Source: an optimization exercise on an open RTL-to-GDS flow (aim: small area, a short achievable clock period and few clock cycles per item). Production flows keep margins and buffers that such runs may drop. In this exercise RTL edits were held to simulation tests only and were not proved equivalent to the original.

==> 08-25: inputs <==
==> flow/design.v <==
module modexp1 (
  input  wire [7:0] a,
  input  wire [7:0] b,
  input  wire [7:0] n,
  output wire [7:0] r
);
  reg [15:0] p;
  reg [7:0]  acc;    
  reg        c;
  reg        x, y;
  integer i, j;
  always @* begin
    acc = a & {8{b[0]}};
    p   = 16'd0;
    p[0] = acc[0];
    acc = {1'b0, acc[7:1]};
    for (i = 1; i < 8; i = i + 1) begin
      c = 1'b0;
      for (j = 0; j < 8; j = j + 1) begin
        x = acc[j];
        y = a[j] & b[i];
        acc[j] = x ^ y ^ c;
        c = (x & y) | (x & c) | (y & c);
      end
      p[i] = acc[0];
      acc = {c, acc[7:1]};
    end
    p[15:8] = acc;
  end
  reg [7:0] rem;
  reg [8:0] xr;
  reg [7:0] d;
  reg       bw;
  integer k, t;
  always @* begin
    rem = p[15:8];
    for (k = 7; k >= 0; k = k - 1) begin
      xr = {rem, p[k]};
      bw = 1'b0;
      for (t = 0; t < 8; t = t + 1) begin
        d[t] = xr[t] ^ n[t] ^ bw;
        bw = (~xr[t] & n[t]) | (~xr[t] & bw) | (n[t] & bw);
      end
      rem = (xr[8] || !bw) ? d : xr[7:0];
    end
  end
  assign r = rem;
endmodule
module modexp_top (
  input  wire       clk,
  input  wire       rst,
  input  wire       in_valid,
  output reg        in_ready,
  input  wire [7:0] e,
  input  wire [7:0] n,
  input  wire [7:0] m,
  output reg        out_valid,
  output wire [7:0] r
);
  reg       busy;    
  reg       first;   
  reg       op_s;    
  reg       op_m;    
  reg       last;    
  reg [2:0] pos;     
  reg [7:0] e_q, n_q, m_q, r_q;
  assign r = r_q;
  wire accept = in_valid && in_ready && !rst;
  wire ld = !busy || last;
  reg [2:0] lead1;
  integer i;
  always @* begin
    lead1 = 3'd0;
    for (i = 2; i < 8; i = i + 1)
      if (e_q[i]) lead1 = i - 1;
  end
  wire e_ge2 = |e_q[7:1];
  wire e_z   = !e_q[0] && !e_ge2;
  reg  lt;   
  integer j;
  always @* begin
    lt = 1'b0;
    for (j = 0; j < 8; j = j + 1)
      lt = (!m_q[j] && n_q[j]) || (!(m_q[j] ^ n_q[j]) && lt);
  end
  wire direct = first && e_ge2 && lt;
  wire [7:0] a = first ? (e_z ? 8'd1 : m_q) : r_q;
  wire [7:0] b = op_s ? r_q : (op_m || direct) ? m_q : 8'd1;
  wire [7:0] prod;
  modexp1 mm (.a(a), .b(b), .n(n_q), .r(prod));
  wire [2:0] cur = first ? lead1 : pos;
  wire       cs  = first ? direct : op_s;
  wire       mul = cs && e_q[cur];
  reg  [2:0] pos_n;
  reg        s_n, last_n;
  always @* begin
    if (mul) begin
      pos_n = cur;
      s_n   = 1'b0;
    end else if (first && !cs) begin
      pos_n = lead1;
      s_n   = e_ge2;
    end else begin
      pos_n = cur - 3'd1;
      s_n   = (cur != 3'd0);
    end
    if (mul)      last_n = (pos_n == 3'd0);
    else if (s_n) last_n = (pos_n == 3'd0) && !e_q[0];
    else          last_n = 1'b1;
  end
  always @(posedge clk) begin
    if (rst) begin
      busy      <= 1'b0;
      out_valid <= 1'b0;
      in_ready  <= 1'b1;
    end else begin
      busy      <= accept || (busy && !last);
      out_valid <= busy && last;
      in_ready  <= !accept && (!busy || last || last_n);
    end
  end
  always @(posedge clk) begin
    if (ld) begin
      e_q   <= e;
      n_q   <= n;
      m_q   <= m;
      first <= 1'b1;
      op_s  <= 1'b0;
      op_m  <= 1'b0;
      last  <= 1'b0;
    end else begin
      first <= 1'b0;
      op_s  <= s_n;
      op_m  <= mul;
      last  <= last_n;
    end
    pos <= pos_n;
    r_q <= prod;
  end
endmodule
==> flow/flow/run.sh <==
#!/bin/bash
# Own layout flow: the standard layout (standard.sh) with two changes:
#  - ABC maps the logic with an area-oriented script (flow/abc_area.script)
#    instead of ORFS's delay-oriented one. Registers are mapped before ABC,
#    so they are the standard synthesis's.
#  - the port buffers that ORFS inserts are sky130_fd_sc_hd__buf_1.
#  - clock tree synthesis inserts no dummy loads.
# Each tool's log is under orfs/logs/; make's output goes to make_flow.log.
set -euo pipefail
W=$(pwd)
orig=$(grep -o 'SYNTH_SCRIPT=[^ ]*' standard.sh | head -1 | cut -d= -f2-)
cat > flow/own_synth.tcl <<EOT
proc abc {args} {
  set i [lsearch \$args -script]
  if {\$i >= 0} { set args [lreplace \$args \$i [expr {\$i + 1}] -script $W/flow/abc_area.script] }
  yosys abc {*}\$args
}
source $orig
EOT
{ cat config.mk
  echo "export BUFFER_PORTS_ARGS = -buffer_cell sky130_fd_sc_hd__buf_1"
  echo "export ABC_CLOCK_PERIOD_IN_PS = 50000"
  echo "export CTS_ARGS = -sink_clustering_enable -repair_clock_nets -dont_use_dummy_load"
} > flow/own.mk
sed -e "s#SYNTH_SCRIPT=[^ ]*#SYNTH_SCRIPT=$W/flow/own_synth.tcl#" \
    -e "s#DESIGN_CONFIG=[^ ]*#DESIGN_CONFIG=$W/flow/own.mk#" standard.sh > flow/own_standard.sh
bash flow/own_standard.sh > make_flow.log 2>&1
==> flow/flow/abc_area.script <==
strash
balance
rewrite
refactor
balance
rewrite
rewrite -z
balance
refactor -z
rewrite -z
balance
dch
map -a
mfs2
strash
dch
map -a
mfs2
strash
dch
map -a
mfs2
strash
dch
map -a
topo
stime -c
dnsize -c
==> flow/standard.sh <==
#!/bin/bash
# synth_recipe.tcl (not shown) runs the flow's synth.tcl, then flattens the netlist and writes it again
# the make line also repeats each setting of config.mk as NAME=value (left out here)
make -C /OpenROAD-flow-scripts/flow DESIGN_CONFIG=/design/flow/config.mk WORK_HOME=/design/flow/orfs CLKGATE_MAP_FILE= SYNTH_SCRIPT=/design/flow/synth_recipe.tcl "${@:-finish}"
==> flow/config.mk <==
export PLATFORM = sky130hd
export DESIGN_NAME = modexp_top
export DESIGN_NICKNAME = modexp_top
export VERILOG_FILES = /design/flow/design.v
export SDC_FILE = /design/flow/constraint.sdc
export NUM_CORES = 4
export LEC_CHECK = 0
export CAP_MARGIN = 20
export CORE_MARGIN = 2
export CORE_UTILIZATION = 60
export PLACE_DENSITY = 0.75
export SLEW_MARGIN = 20
==> flow/constraint.sdc <==
create_clock -name core_clock -period 320.0 [get_ports {clk}]
set_input_delay 64.0000 -clock core_clock [delete_from_list [all_inputs] [get_ports {clk}]]
set_output_delay 64.0000 -clock core_clock [all_outputs]
set_load 0.01 [all_outputs]
==> inputs of 10-23, as changes to 08-25 <==
--- a/flow/design.v
+++ b/flow/design.v
@@ -91,9 +91,27 @@
   wire [2:0] cur = first ? lead1 : pos;
   wire       cs  = first ? direct : op_s;
-  wire       mul = cs && e_q[cur];
+  wire       sq  = cs && e_q[cur];   
+  reg  [2:0] jpos;
+  reg        jany;
+  integer k;
+  always @* begin
+    jpos = 3'd0;
+    jany = 1'b0;
+    for (k = 0; k < 7; k = k + 1)
+      if (e_q[k] && k < cur) begin
+        jpos = k;
+        jany = 1'b1;
+      end
+  end
+  wire       jump = (prod == 8'd1) && !sq && !(first && !cs);
+  reg        mul;
   reg  [2:0] pos_n;
   reg        s_n, last_n;
   always @* begin
-    if (mul) begin
+    mul = sq || (jump && jany);
+    if (jump) begin
+      pos_n = jpos;
+      s_n   = 1'b0;
+    end else if (sq) begin
       pos_n = cur;
       s_n   = 1'b0;
@@ -108,4 +126,6 @@
     else if (s_n) last_n = (pos_n == 3'd0) && !e_q[0];
     else          last_n = 1'b1;
+    if (prod[7:1] == 7'd0 && (!prod[0] || (first && !direct)))
+      last_n = 1'b1;
   end
   always @(posedge clk) begin
==> inputs of 03-16, as changes to 08-25 <==
==> flow/design.v (replaced) <==
module modexp1 (
  input  wire [7:0] a,
  input  wire [7:0] b,
  input  wire [7:0] n,
  output wire [7:0] r
);
  reg [15:0] p;
  reg [7:0]  acc;    
  reg        c;
  reg        x, y;
  integer i, j;
  always @* begin
    acc = a & {8{b[0]}};
    p   = 16'd0;
    p[0] = acc[0];
    acc = {1'b0, acc[7:1]};
    for (i = 1; i < 8; i = i + 1) begin
      c = 1'b0;
      for (j = 0; j < 8; j = j + 1) begin
        x = acc[j];
        y = a[j] & b[i];
        acc[j] = x ^ y ^ c;
        c = (x & y) | (x & c) | (y & c);
      end
      p[i] = acc[0];
      acc = {c, acc[7:1]};
    end
    p[15:8] = acc;
  end
  reg [7:0] rem;
  reg [8:0] xr, d;
  reg       bc;
  integer k, t;
  always @* begin
    rem = p[15:8];
    for (k = 7; k >= 0; k = k - 1) begin
      xr = {rem, p[k]};
      bc = 1'b1;
      for (t = 0; t < 8; t = t + 1) begin
        d[t] = xr[t] ^ ~n[t] ^ bc;
        bc = (xr[t] & ~n[t]) | (xr[t] & bc) | (~n[t] & bc);
      end
      d[8] = xr[8] | bc;   
      rem = d[8] ? d[7:0] : xr[7:0];
    end
  end
  assign r = rem;
endmodule
module modexp_top (
  input  wire       clk,
  input  wire       rst,
  input  wire       in_valid,
  output reg        in_ready,
  input  wire [7:0] e,
  input  wire [7:0] n,
  input  wire [7:0] m,
  output reg        out_valid,
  output wire [7:0] r
);
  reg       busy;    
  reg       first;   
  reg       op_s;    
  reg       op_m;    
  reg       last;    
  reg [8:0] w;       
  reg [7:0] n_q, m_q, r_q;
  assign r = r_q;
  wire accept = in_valid && in_ready && !rst;
  wire [7:0] a = first ? ((w == 9'd1) ? 8'd1 : m_q) : r_q;
  wire [7:0] b = op_s ? r_q : op_m ? m_q : 8'd1;
  wire [7:0] prod;
  modexp1 mm (.a(a), .b(b), .n(n_q), .r(prod));
  reg [8:0] w0;
  integer i;
  always @* begin
    w0 = 9'd0;
    for (i = 1; i < 9; i = i + 1)
      if (w[i]) w0 = w << (9 - i);
  end
  reg [8:0] w_n;
  reg       s_n, m_n, last_n;
  always @* begin
    w_n = w;
    s_n = 1'b0;
    m_n = 1'b0;
    if (first) begin
      w_n = w0;
      s_n = (w0[7:0] != 8'd0);
    end else if (op_s && w[8]) begin
      m_n = 1'b1;
    end else begin
      w_n = {w[7:0], 1'b0};
      s_n = 1'b1;
    end
    if (m_n)      last_n = (w_n[7:0] == 8'h80);
    else if (s_n) last_n = !w_n[8] && (w_n[7:0] == 8'h80);
    else          last_n = 1'b1;
  end
  always @(posedge clk) begin
    if (rst) begin
      busy      <= 1'b0;
      out_valid <= 1'b0;
      in_ready  <= 1'b1;
    end else begin
      busy      <= accept || (busy && !last);
      out_valid <= busy && last;
      in_ready  <= !accept && (!busy || last || last_n);
    end
  end
  always @(posedge clk) begin
    if (in_ready) begin
      w   <= {e, 1'b1};
      n_q <= n;
      m_q <= m;
    end else begin
      w   <= w_n;
    end
    if (in_ready) begin
      first <= 1'b1;
      op_s  <= 1'b0;
      op_m  <= 1'b0;
      last  <= 1'b0;
    end else begin
      first <= 1'b0;
      op_s  <= s_n;
      op_m  <= m_n;
      last  <= last_n;
    end
    if (busy)
      r_q <= prod;
  end
endmodule
==> flow/run.sh (new file) <==
#!/bin/bash
# synth_recipe.tcl (not shown) runs the flow's synth.tcl, then flattens the netlist and writes it again
# the make line also repeats each setting of config.mk as NAME=value (left out here)
make -C /OpenROAD-flow-scripts/flow DESIGN_CONFIG=/design/flow/config.mk WORK_HOME=/design/flow/orfs CLKGATE_MAP_FILE= SYNTH_SCRIPT=/design/flow/synth_recipe.tcl finish
removed: flow/flow/run.sh
removed: flow/flow/abc_area.script
removed: flow/standard.sh
==> inputs of 09-01, as changes to 08-25 <==
--- a/flow/design.v
+++ b/flow/design.v
@@ -29,7 +29,6 @@
   end
   reg [7:0] rem;
-  reg [8:0] xr;
-  reg [7:0] d;
-  reg       bw;
+  reg [8:0] xr, d;
+  reg       bc;
   integer k, t;
   always @* begin
@@ -37,10 +36,11 @@
     for (k = 7; k >= 0; k = k - 1) begin
       xr = {rem, p[k]};
-      bw = 1'b0;
+      bc = 1'b1;
       for (t = 0; t < 8; t = t + 1) begin
-        d[t] = xr[t] ^ n[t] ^ bw;
-        bw = (~xr[t] & n[t]) | (~xr[t] & bw) | (n[t] & bw);
+        d[t] = xr[t] ^ ~n[t] ^ bc;
+        bc = (xr[t] & ~n[t]) | (xr[t] & bc) | (~n[t] & bc);
       end
-      rem = (xr[8] || !bw) ? d : xr[7:0];
+      d[8] = xr[8] | bc;   
+      rem = d[8] ? d[7:0] : xr[7:0];
     end
   end
@@ -67,5 +67,4 @@
   assign r = r_q;
   wire accept = in_valid && in_ready && !rst;
-  wire ld = !busy || last;
   reg [2:0] lead1;
   integer i;
@@ -77,12 +76,5 @@
   wire e_ge2 = |e_q[7:1];
   wire e_z   = !e_q[0] && !e_ge2;
-  reg  lt;   
-  integer j;
-  always @* begin
-    lt = 1'b0;
-    for (j = 0; j < 8; j = j + 1)
-      lt = (!m_q[j] && n_q[j]) || (!(m_q[j] ^ n_q[j]) && lt);
-  end
-  wire direct = first && e_ge2 && lt;
+  wire direct = first && e_ge2 && (m_q < n_q);
   wire [7:0] a = first ? (e_z ? 8'd1 : m_q) : r_q;
   wire [7:0] b = op_s ? r_q : (op_m || direct) ? m_q : 8'd1;
@@ -121,5 +113,5 @@
   end
   always @(posedge clk) begin
-    if (ld) begin
+    if (in_ready) begin
       e_q   <= e;
       n_q   <= n;
==> flow/flow/own.mk (new file) <==
export PLATFORM = sky130hd
export DESIGN_NAME = modexp_top
export DESIGN_NICKNAME = bench
export VERILOG_FILES = /design/flow/design.v
export SDC_FILE = /design/flow/constraint.sdc
export NUM_CORES = 4
export LEC_CHECK = 0
export CAP_MARGIN = 20
export CORE_MARGIN = 2
export CORE_UTILIZATION = 60
export PLACE_DENSITY = 0.75
export SLEW_MARGIN = 20
export BUFFER_PORTS_ARGS = -buffer_cell sky130_fd_sc_hd__buf_1
export ABC_CLOCK_PERIOD_IN_PS = 50000
export CTS_ARGS = -sink_clustering_enable -repair_clock_nets -dont_use_dummy_load
==> flow/flow/own_standard.sh (new file) <==
#!/bin/bash
# The standard flow's own layout of this design, on the ORFS make targets given (by default finish). After
# finish it leaves the final layout's DEF at /design/flow/out/final.def.
set -euo pipefail
make -C /OpenROAD-flow-scripts/flow DESIGN_CONFIG=/design/flow/flow/own.mk WORK_HOME=/design/flow/orfs CLKGATE_MAP_FILE= SYNTH_SCRIPT=/design/flow/flow/own_synth.tcl CAP_MARGIN=20 CORE_MARGIN=2 CORE_UTILIZATION=60 PLACE_DENSITY=0.75 SLEW_MARGIN=20 "${@:-finish}"
if [[ -f /design/flow/orfs/results/sky130hd/modexp_top/base/6_final.odb ]]; then
  : # left out here: write the final layout as DEF
fi
==> flow/flow/own_synth.tcl (new file) <==
proc abc {args} {
  set i [lsearch $args -script]
  if {$i >= 0} { set args [lreplace $args $i [expr {$i + 1}] -script /design/flow/flow/abc_area.script] }
  yosys abc {*}$args
}
source /design/flow/synth_recipe.tcl
==> run summary <==
item                                                                           09-01             08-25             03-16             10-23
Result of the run                                                     finished clean    finished clean    finished clean    finished clean
Post-Syn Area                                                          0.00517 sq mm     0.00512 sq mm     0.00583 sq mm     0.00530 sq mm
Start of the worst register-to-register path                        n_q[1]$_DFFE_PP_  n_q[1]$_DFFE_PN_     first$_DFF_P_  n_q[1]$_DFFE_PN_
Post-layout worst setup margin                                             254.77 ns         255.17 ns         254.75 ns         255.16 ns
Sequential cell area fraction in the yosys report                              20.9%             21.1%             17.9%             20.4%
Most used standard cell by instance count after synthesis                     nor2_1           nand2_1              fa_1            nor2_1
Synthesized-area fraction occupied by ao, oa, aoi and oai cells                9.95%             9.98%             15.0%             11.4%
Net count reported at finish                                                     760               757               752               789
Number of flip-flops and latches in the synthesized netlist                       42                42                40                42
Simple-Gate Fraction of Synth Area                                             15.7%             17.3%             12.4%             17.5%
Last weighted congestion value of the routability-driven placer                0.943             0.942             0.890             0.977
Last element of the critical path                                           in_ready              r[5]              r[5]              r[7]
HPWL after detailed placement                                           9380 microns      8880 microns     10500 microns      9960 microns
Flip-flop and latch share of the layout cell area                              19.6%             19.7%             16.4%             19.1%
Non-clock inverter count                                                          75                74                69                83
Cell area after layout                                                 0.00552 sq mm     0.00549 sq mm     0.00634 sq mm     0.00565 sq mm
Part of the cycle the worst path needs                                         20.4%             20.3%             20.4%             20.3%
Crit. Startpoint                                                 in_ready$_SDFF_PP1_    r_q[5]$_DFF_P_  r_q[5]$_DFFE_PP_    r_q[7]$_DFF_P_
Testbench counts of 08-25, summed over its fixed seeds: cycles 19,620, items 2,048.
Testbench counts of 10-23, summed over its fixed seeds: cycles 17,987, items 2,048.
Testbench counts of 03-16, summed over its fixed seeds: cycles 20,640, items 2,048.
Testbench counts of 09-01, summed over its fixed seeds: cycles 19,620, items 2,048.

port drivers added, routing unchanged:
No port has a modelled driver above. Below, the same layouts with a new extraction and two added sets of constraints.
Step 1, drivers: a clkbuf_16 drives clk and a buf_2 each remaining input, both assumed.
Step 2, shift: input delay + t, output delay - t, t = (earliest + latest rising clock arrival at the registers) / 2. This alone moves slack from input paths to output paths.
Slacks: ideal / step 1 / step 2; pairs: ideal / step 1.
| run | t (ns) | setup slack, ns | slew at the worst register clock pin (ns) |
|---|---|---|---|
| 08-25 | 0.312 | 255.171 / 255.146 / 255.458 | 0.08 / 0.08 |
| 10-23 | 0.312 | 255.163 / 255.135 / 255.447 | 0.08 / 0.08 |
| 03-16 | 0.320 | 254.748 / 254.721 / 255.041 | 0.09 / 0.09 |
| 09-01 | 0.319 | 254.770 / 254.741 / 255.060 | 0.08 / 0.08 |
After both steps every run listed still meets setup and hold.
